Context: an optimization exercise on an open-source flow, tuned for small area. The choices shown serve that exercise and are no tape-out recipe.
Function was checked by simulation only, so behaviour that the tests miss may differ from the original.
No driver is modelled on the clock port, so clocking that relies on it looks cheaper here than on a real chip.
Power is estimated from default activity; no workload was simulated.

==> trial 87 <==
Design top_tx_srrc, start of the top module:
module top_tx_srrc (
    output [13:0] o_data_i,
    output [13:0] o_data_q,
    input         i_prbs_enable,
    input         i_enable_srrc,
    input         i_soft_reset,
    input         clock
    );
   reg prbs_enable;
   reg enable_srrc;
   reg soft_reset;
   always @(posedge clock) begin
      prbs_enable <= i_prbs_enable;
      enable_srrc <= i_enable_srrc;
      soft_reset  <= ~i_soft_reset;
   end
   wire v8, v1;
   wire bit_i, bit_q;
   tx_fcsg u_tx_fcsg (
      .out_ctrl_valid_8MHz   (v8),
      .out_ctrl_valid_1oTMHz (v1),
      .in_reset              (soft_reset),
      .clock                 (clock)
   );
   prbsx u_prbsx (
      .out_data_i (bit_i),
      .out_data_q (bit_q),
      .in_enable  (prbs_enable & v1),
      .in_reset   (soft_reset),
      .clock      (clock)
   );
   reg [2:0] ph;     
   reg [1:0] pcol;   
   reg [1:0] rot;    
   always @(posedge clock) begin
      if (soft_reset) begin
         ph   <= 3'd0;
         pcol <= 2'd0;
         rot  <= 2'd0;
      end
      else if (enable_srrc) begin
         if (v1)
           ph <= 3'd0;
         else if (v8)
           ph <= ph + 3'd1;
         pcol <= v8 ? 2'd0 : pcol + 2'd1;
         rot  <= v1 ? 2'd0 : rot + 2'd1;
      end
   end
   wire [12:0] m_sum, m_dif;    
   wire        s_sum, s_dif;    
   tx_srrc_rom u_rom (
      .addr  ({ph, pcol}),
      .m_sum (m_sum),
      .m_dif (m_dif),
      .s_sum (s_sum),
      .s_dif (s_dif)
   );
   tx_srrc_ch u_ch_i (
      .out_srrc (o_data_i),
      .in_srrc  (bit_i),
      .m_sum    (m_sum),
      .m_dif    (m_dif),
      .s_sum    (s_sum),
      .s_dif    (s_dif),
      .rot      (rot),
      .in_reset (soft_reset),
      .in_enable(enable_srrc),
      .v8       (v8),
      .v1       (v1),
      .clock    (clock)
   );
   tx_srrc_ch u_ch_q (
      .out_srrc (o_data_q),
      .in_srrc  (bit_q),
      .m_sum    (m_sum),
      .m_dif    (m_dif),
      .s_sum    (s_sum),
      .s_dif    (s_dif),
      .rot      (rot),
      .in_reset (soft_reset),
      .in_enable(enable_srrc),
  ...
clock: 12.0 ns
lec_check: 0
abc_area: 1
cap_margin: 20
core_margin: 2
core_utilization: 80
gpl_timing_driven: 0
slew_margin: 20
buffer_ports_args: -buffer_cell sky130_fd_sc_hd__buf_1
cts_args: -sink_clustering_enable -repair_clock_nets -dont_use_dummy_load -buf_list sky130_fd_sc_hd__clkbuf_4 -root_buf sky130_fd_sc_hd__clkbuf_4
post_cts_tcl: /design/flow/flow/post_cts.tcl
standard.sh (not shown) runs the stock make flow with config.mk's settings and CLKGATE_MAP_FILE= SYNTH_SCRIPT=/design/flow/synth_recipe.tcl, a recipe that flattens the netlist after the stock synthesis.
==> flow/flow/run.sh <==
#!/bin/bash
# Own flow: the standard synthesis, then the combinational logic re-mapped for
# area (registers untouched; full adders kept, their polarities chosen to save
# inverters), then the standard ORFS layout with small port
# buffers and a clock tree of small buffers.
set -euo pipefail
W=$(pwd)
F=$W/flow
R=$W/orfs/results/$FLOW_PLATFORM/top_tx_srrc/base
YOSYS=$FLOW_HOME/../tools/install/yosys/bin/yosys

sed "s#\$(FLOW_FLOW_DIR)#$F#" $F/extra.mk >> $W/config.mk

bash $W/standard.sh synth > $W/flow_synth.log 2>&1

cp $R/1_2_yosys.v $W/std_1_2_yosys.v
export REOPT_LIB=$FLOW_HOME/platforms/$FLOW_PLATFORM/lib/sky130_fd_sc_hd__tt_025C_1v80.lib
export REOPT_TOP=$FLOW_TOP
export REOPT_IN=$W/std_1_2_yosys.v
export REOPT_OUT=$R/1_2_yosys.v
export REOPT_STAT=$W/reopt_stat.txt
export REOPT_DONT_USE="$(sed -n 's/.*DONT_USE_CELLS *+\?= *//p; /^ \+sky130/p' $FLOW_HOME/platforms/$FLOW_PLATFORM/config.mk | tr -d '\\' | tr -s ' \n' ' ')"
export REOPT_POL=$F/fa_polarity.py
export REOPT_TMP=$W
export REOPT_SCRIPT='+strash;dc2;dch,-f;amap'
$YOSYS -c $F/reopt.tcl > $W/flow_reopt.log 2>&1
rm -f $R/1_synth.odb $R/1_synth.sdc

bash $W/standard.sh > $W/flow_layout.log 2>&1
==> flow/flow/post_cts.tcl <==
# Resize the clock tree buffers for the clock-pin slew limit: the CTS builds the
# whole tree from one small buffer type; a buffer that drives flip-flop clock
# pins seeing a slew above the target gets the next larger clock buffer, and a
# buffer that drives only buffers is upsized only if their input slew is high.
set target 0.120
set target_tree 0.250
set next(sky130_fd_sc_hd__clkbuf_4) sky130_fd_sc_hd__clkbuf_8
set next(sky130_fd_sc_hd__clkbuf_8) sky130_fd_sc_hd__clkbuf_16
for {set pass 0} {$pass < 3} {incr pass} {
  estimate_parasitics -placement
  set n_up 0
  foreach inst [get_cells clkbuf_*] {
    set net [get_nets -of_objects [get_pins [get_full_name $inst]/X]]
    set worst 0
    set has_ff 0
    foreach p [get_pins -of_objects $net -filter "direction == input"] {
      if {[get_property $p is_register_clock]} { set has_ff 1 }
      set s [get_property $p slew_max]
      if {$s > $worst} { set worst $s }
    }
    set lim [expr {$has_ff ? $target : $target_tree}]
    set ref [get_property $inst ref_name]
    if {$worst > $lim && [info exists next($ref)]} {
      replace_cell $inst $next($ref)
      incr n_up
    }
  }
  puts "post_cts pass $pass: resized $n_up clock buffers"
  if {$n_up == 0} { break }
}
estimate_parasitics -placement
detailed_placement
check_placement -verbose
==> flow/flow/reopt.tcl <==
# Re-map the combinational logic of the standard synthesis netlist for area.
# The registers stay as they are (same instances, names and cell types).
yosys -import
set lib $::env(REOPT_LIB)
set top $::env(REOPT_TOP)
read_liberty -ignore_miss_func $lib
read_verilog $::env(REOPT_IN)
hierarchy -top $top
# sequential cells stay black boxes, so flatten only dissolves combinational cells
foreach c {dfxtp_1 conb_1 fa_1} { blackbox sky130_fd_sc_hd__$c }
flatten
yosys rename -hide w:_*
opt_clean -purge
blackbox sky130_fd_sc_hd__*
opt -purge
# choose full-adder polarities (flow/fa_polarity.py), then map
write_json $::env(REOPT_TMP)/pre_pol.json
puts [exec python3 $::env(REOPT_POL) $::env(REOPT_TMP)/pre_pol.json $::env(REOPT_TMP)/post_pol.json $top]
design -reset
read_json $::env(REOPT_TMP)/post_pol.json
hierarchy -top $top
set du {}
foreach c $::env(REOPT_DONT_USE) { lappend du -dont_use $c }
abc -liberty $lib {*}$du -script $::env(REOPT_SCRIPT)
opt_clean -purge
setundef -zero
hilomap -singleton -hicell sky130_fd_sc_hd__conb_1 HI -locell sky130_fd_sc_hd__conb_1 LO
splitnets
opt_clean -purge
#insbuf
tee -o $::env(REOPT_STAT) stat -liberty $lib
write_verilog -noattr -nohex -nodec $::env(REOPT_OUT)
Other scripts of this flow, unchanged in this note and not shown: flow/flow/extra.mk, flow/flow/fa_polarity.py
==> build 89: changes against trial 87 <==
--- a/flow/flow/post_cts.tcl
+++ b/flow/flow/post_cts.tcl
@@ -3,5 +3,5 @@
 # pins seeing a slew above the target gets the next larger clock buffer, and a
 # buffer that drives only buffers is upsized only if their input slew is high.
-set target 0.120
+set target 0.112
 set target_tree 0.250
 set next(sky130_fd_sc_hd__clkbuf_4) sky130_fd_sc_hd__clkbuf_8
--- a/flow/config.mk
+++ b/flow/config.mk
@@ -9,5 +9,5 @@
 export CAP_MARGIN = 20
 export CORE_MARGIN = 2
-export CORE_UTILIZATION = 80
+export CORE_UTILIZATION = 88
 export GPL_TIMING_DRIVEN = 0
 export SLEW_MARGIN = 20
==> trial 80: changes against trial 87 <==
--- a/flow/flow/run.sh
+++ b/flow/flow/run.sh
@@ -23,5 +23,5 @@
 export REOPT_POL=$F/fa_polarity.py
 export REOPT_TMP=$W
-export REOPT_SCRIPT='+strash;dc2;dch,-f;amap'
+export REOPT_SCRIPT='+strash;dc2;dch,-f;amap;&get,-n;&st;&dch,-f;&nf,-R,1000;&put'
 $YOSYS -c $F/reopt.tcl > $W/flow_reopt.log 2>&1
 rm -f $R/1_synth.odb $R/1_synth.sdc
--- a/flow/flow/post_cts.tcl
+++ b/flow/flow/post_cts.tcl
@@ -3,5 +3,5 @@
 # pins seeing a slew above the target gets the next larger clock buffer, and a
 # buffer that drives only buffers is upsized only if their input slew is high.
-set target 0.120
+set target 0.113
 set target_tree 0.250
 set next(sky130_fd_sc_hd__clkbuf_4) sky130_fd_sc_hd__clkbuf_8
--- a/flow/config.mk
+++ b/flow/config.mk
@@ -9,5 +9,5 @@
 export CAP_MARGIN = 20
 export CORE_MARGIN = 2
-export CORE_UTILIZATION = 80
+export CORE_UTILIZATION = 84
 export GPL_TIMING_DRIVEN = 0
 export SLEW_MARGIN = 20
==> results.txt <==
Against trial 87, the non-clock buffer count of trial 80 is higher by 4.
Cell area: trial 87 is larger than trial 80 (0.22%).
Final cell count: trial 80 is smaller than trial 87 (about 9%).
In trial 87 the total power is smaller than in trial 80, by about 5.6%.
Of trial 80 and trial 87, trial 80 has the higher combinational power (gap 17%, measured against trial 87).
Trial 80 completed with no timing, DRC or antenna violations. Trial 87 passed the timing, design-rule and antenna checks. Build 89 never finished: it broke off in global placement without I/O.
In clock-buffer cell count, trial 80 and trial 87 do not differ.
==> figures <==
Result of the run: build 89 stopped before the end; trial 87 finished clean; trial 80 finished clean
Failing step: build 89 global placement without I/O; trial 87 -; trial 80 -
Highest clock rate: build 89 -; trial 87 0.0885 GHz; trial 80 0.0927 GHz
Post-synth design cell area: build 89 5440 um2; trial 87 5440 um2; trial 80 5370 um2
Detailed-router iteration count before antenna repair: build 89 -; trial 87 9; trial 80 9
Cell repeated most along the worst path: build 89 -; trial 87 sky130_fd_sc_hd__fa_1; trial 80 sky130_fd_sc_hd__fa_1
Top-level port count: build 89 -; trial 87 32; trial 80 32
Area of the multi-input gates: build 89 -; trial 87 2850 um2; trial 80 3120 um2
Worst-Margin Slew: build 89 -; trial 87 0.811 ns; trial 80 0.964 ns
Synthesized netlist cell count: build 89 681; trial 87 681; trial 80 605
Worst reg2reg setup slack: build 89 -; trial 87 0.69 ns; trial 80 1.22 ns
Unrepaired setup endpoints after global routing: build 89 -; trial 87 no; trial 80 no
Clock input transition at the sequential cells of the worst setup and hold paths: build 89 -; trial 87 0.12 ns; trial 80 0.09 ns
Share of total power in the clock network: build 89 -; trial 87 20.6%; trial 80 20.3%
Clk. pwr: build 89 -; trial 87 0.000162 W; trial 80 0.000169 W

==> port drivers added, routing unchanged <==
Ports are ideal in the flow. The routed layouts listed here were re-timed in OpenROAD.
Step 1 assumes that a clkbuf_16 drives the clock port and a buf_2 every other input.
Step 2 adds t to the input delays and takes it off the output delays; t is the mean of the earliest and latest rising clock arrival at the registers after step 1. Input paths then give back, and output paths get back, about the clock's delay inside the block.
a / b / c = ideal ports / drivers / drivers and shift; a / b = the first two.
run	t, ns	slack for setup (ns)	worst hold slack (ns)	cell pins on the clock port's net
trial 87	0.471	0.694 / 0.694 / 0.694	0.465 / 0.465 / 0.465	1
trial 80	0.486	1.215 / 1.215 / 1.215	0.457 / 0.457 / 0.457	1
After both steps setup and hold are still met in every run listed.
